Background: an optimization exercise with open tools, aiming at small area and a short achievable clock period. Do not read the settings as production practice. Only simulation tests tie the RTL to the original design; equivalence was not proved.

run 1:
Design mul64_multi, start of the top module:
module mul64_multi(input clk, input [63:0] A, B, output reg [127:0] Y, output done);
reg [63:0] A_r, B_r;
reg [4:0]  st;      
reg        Htop;    
wire changed = (A_r != A) | (B_r != B);
always @(posedge clk) begin
	A_r <= A;
	B_r <= B;
	if (changed)
		st <= 5'b00001;
	else
		st <= {st[3:0], 1'b0};
end
assign done = st[4];
wire [16:0] xnx = ({17{st[0]}} & B_r[32:16]) | ({17{st[1]}} & B_r[48:32]) |
                  ({17{st[2]}} & {1'b0, B_r[63:48]});
wire [24:0] cn0;
ctlnext uc0(.b(B[16:0]), .x(xnx), .chg(changed), .c(cn0));
reg  [24:0] ctl0;    
always @(posedge clk) begin
	ctl0 <= cn0;
end
wire [64:0] ax  = {1'b0, A_r};
wire [64:0] ax2 = {A_r, 1'b0};
wire [7:0] neg  = ctl0[23:16];
wire [7:0] nneg = ~neg;
wire b0 = ctl0[24];
wire [64:0] pp0;
assign pp0[64:0] = (({65{ctl0[0]}} & ax[64:0]) | ({65{ctl0[8]}} & ax2[64:0])) ^ {65{ctl0[16]}};
wire [64:0] pp1;
assign pp1[64:0] = (({65{ctl0[1]}} & ax[64:0]) | ({65{ctl0[9]}} & ax2[64:0])) ^ {65{ctl0[17]}};
wire [64:0] pp2;
assign pp2[64:0] = (({65{ctl0[2]}} & ax[64:0]) | ({65{ctl0[10]}} & ax2[64:0])) ^ {65{ctl0[18]}};
wire [64:0] pp3;
assign pp3[64:0] = (({65{ctl0[3]}} & ax[64:0]) | ({65{ctl0[11]}} & ax2[64:0])) ^ {65{ctl0[19]}};
wire [64:0] pp4;
assign pp4[64:0] = (({65{ctl0[4]}} & ax[64:0]) | ({65{ctl0[12]}} & ax2[64:0])) ^ {65{ctl0[20]}};
wire [64:0] pp5;
assign pp5[64:0] = (({65{ctl0[5]}} & ax[64:0]) | ({65{ctl0[13]}} & ax2[64:0])) ^ {65{ctl0[21]}};
wire [64:0] pp6;
assign pp6[64:0] = (({65{ctl0[6]}} & ax[64:0]) | ({65{ctl0[14]}} & ax2[64:0])) ^ {65{ctl0[22]}};
wire [64:0] pp7;
assign pp7[64:0] = (({65{ctl0[7]}} & ax[64:0]) | ({65{ctl0[15]}} & ax2[64:0])) ^ {65{ctl0[23]}};
wire [63:0] H  = {Htop, Y[127:65]};
wire [63:0] Hg = H & {64{~st[0]}};
wire [63:0] sl = {Hg[63], (A_r[63:1] & {63{b0}}) | Hg[62:0]};
wire nsl63 = ~sl[63];
wire s1, c2;
ha us1(.a(neg[7]), .b(pp0[14]), .s(s1), .co(c2));
wire s3, c4;
ha us3(.a(pp0[15]), .b(pp1[13]), .s(s3), .co(c4));
wire s5, c6;
ha us5(.a(pp0[16]), .b(pp1[14]), .s(s5), .co(c6));
wire s7, c8;
ha us7(.a(pp0[17]), .b(pp1[15]), .s(s7), .co(c8));
wire s9, c10;
  ...
export LEC_CHECK = 0
export CAP_MARGIN = 20
export CORE_MARGIN = 2
export CORE_UTILIZATION = 65
export SLEW_MARGIN = 20
export SYNTH_HIERARCHICAL = 1
create_clock -name core_clock -period 12.0 [get_ports {clk}]
standard.sh (not shown) runs the stock make flow with config.mk's settings and CLKGATE_MAP_FILE= SYNTH_SCRIPT=/design/flow/synth_recipe.tcl, a recipe that flattens the netlist after the stock synthesis.
==> flow/flow/run.sh <==
#!/bin/bash
set -euo pipefail
K=(SETUP_SLACK_MARGIN=6.0 "BUFFER_PORTS_ARGS=-buffer_cell sky130_fd_sc_hd__buf_1")
bash standard.sh "${K[@]}" synth > flow_synth.log 2>&1
N=orfs/results/sky130hd/mul64_multi/base/1_2_yosys.v
sed -i -E 's/sky130_fd_sc_hd__(a21oi|o21ai|o22ai|a22oi|mux2|xnor2|xor2|nor4|nand4|and2b|and2)_[2-8] /sky130_fd_sc_hd__\1_1 /g' $N
bash standard.sh "${K[@]}" finish > flow_make.log 2>&1
Edits applied to the flow inputs when going from run 1 to run 2:
-- flow/flow/run.sh --
<<< run 1, line 2
set -euo pipefail
K=(SETUP_SLACK_MARGIN=6.0 "BUFFER_PORTS_ARGS=-buffer_cell sky130_fd_sc_hd__buf_1")
bash standard.sh "${K[@]}" synth > flow_synth.log 2>&1
>>> run 2, line 2
set -euo pipefail
K=(SETUP_SLACK_MARGIN=6.6 "BUFFER_PORTS_ARGS=-buffer_cell sky130_fd_sc_hd__buf_1")
bash standard.sh "${K[@]}" synth > flow_synth.log 2>&1
### Flow results
- Run 2 finished every step from synthesis to the final layout, and the layout passed the timing, design-rule and antenna checks.
- Of run 2 and run 1, it is run 2 that has the higher via count.
- Proportion of cell area spent on the clock network was lower in run 2 than in run 1.
- [compare] base=run 1 new=run 2: count of clock-net buffers in the final layout rose about 26%; global-route wire length before repair rose about 4%; minimum hold slack about even.
- In the reports for run 2 and run 1, the smaller post-route minimum period belongs to run 2.
- Run 2 does better than run 1 on highest clock rate.
The following lists how run 3 was set up differently from run 2:
-- flow/flow/run.sh --
<<< run 2, line 2
set -euo pipefail
K=(SETUP_SLACK_MARGIN=6.6 "BUFFER_PORTS_ARGS=-buffer_cell sky130_fd_sc_hd__buf_1")
bash standard.sh "${K[@]}" synth > flow_synth.log 2>&1
>>> run 3, line 2
set -euo pipefail
K=(SETUP_SLACK_MARGIN=5.6 "BUFFER_PORTS_ARGS=-buffer_cell sky130_fd_sc_hd__buf_1")
bash standard.sh "${K[@]}" synth > flow_synth.log 2>&1
## What came out
Every run in the comparison, run 3 and run 2, completed the flow with a clean layout.
Per the comparison of run 3 with run 2, cell area after placement flat; via count down 895; routed wire length down about 7%; final critical-path required period up 0.95 ns.
Run 3: detail-routed via count per cell is 1.8% lower than what run 2 reported.
Of run 3 and run 2, the lower met2 usage belongs to run 3.
Diff run 2 -> run 3: worst hold slack saw an increase, routed metal-1 wire length dropped 3.5%, core utilization shows a reduction of 3.0 points, final area decreased about 4%.
Setup changes, run 3 to run 4
-- flow/flow/run.sh --
<<< run 3, line 2
set -euo pipefail
K=(SETUP_SLACK_MARGIN=5.6 "BUFFER_PORTS_ARGS=-buffer_cell sky130_fd_sc_hd__buf_1")
bash standard.sh "${K[@]}" synth > flow_synth.log 2>&1
>>> run 4, line 2
set -euo pipefail
K=(SETUP_SLACK_MARGIN=6.4 "BUFFER_PORTS_ARGS=-buffer_cell sky130_fd_sc_hd__buf_1")
bash standard.sh "${K[@]}" synth > flow_synth.log 2>&1
Notes after the runs:
Run 4 ends up with a global-route usage that is 1.6 points higher than in run 3. Run 4 ended up with fa_1 as its cell type of the slowest stage on the worst timing path; run 3 ended up with dfxtp_2. Compared to run 3, the router laid down more metal wire for run 4. Run 4 vs. run 3: path length in cells of the critical path went up by 1. Summary — final critical-path required period, run 4 relative to run 3: lower, by 0.74 ns. Looking at depth of the worst register-to-register path across run 4 and run 3, the one that comes out higher is run 4. On utilization: run 4 sits above run 3. Delta (run 4 minus run 3): post-placement setup slack down 0.052 ns, number of non-clock buffers up 13%.

-- re-timing with driven ports --
In the flow no input, the clock included, has a driving cell. The finished layouts below were timed again as built, in two steps. Step 1, drivers: a clkbuf_16 drives clk and a buf_2 each remaining input, both assumed. Step 2 also shifts input and output timing later by t, the mid clock arrival at the registers, as if the neighbouring blocks saw the same clock. a / b / c = ideal ports / drivers / drivers and shift; a / b = the first two.
run	t (ns)	slack for setup (ns)	worst data-port slew with drivers (ns)	pins driven straight from the clock port
run 1	0.628	6.009 / 6.009 / 6.009	0.06	1
run 2	0.642	6.573 / 6.573 / 6.063	0.08	1
run 3	0.637	5.626 / 5.626 / 5.626	0.08	1
run 4	0.645	6.363 / 6.363 / 5.846	0.07	1
After both steps every run listed still meets setup and hold. For run 4, which loses most, drivers alone change the setup slack by 0.000 ns; drivers and shift together by -0.517 ns.
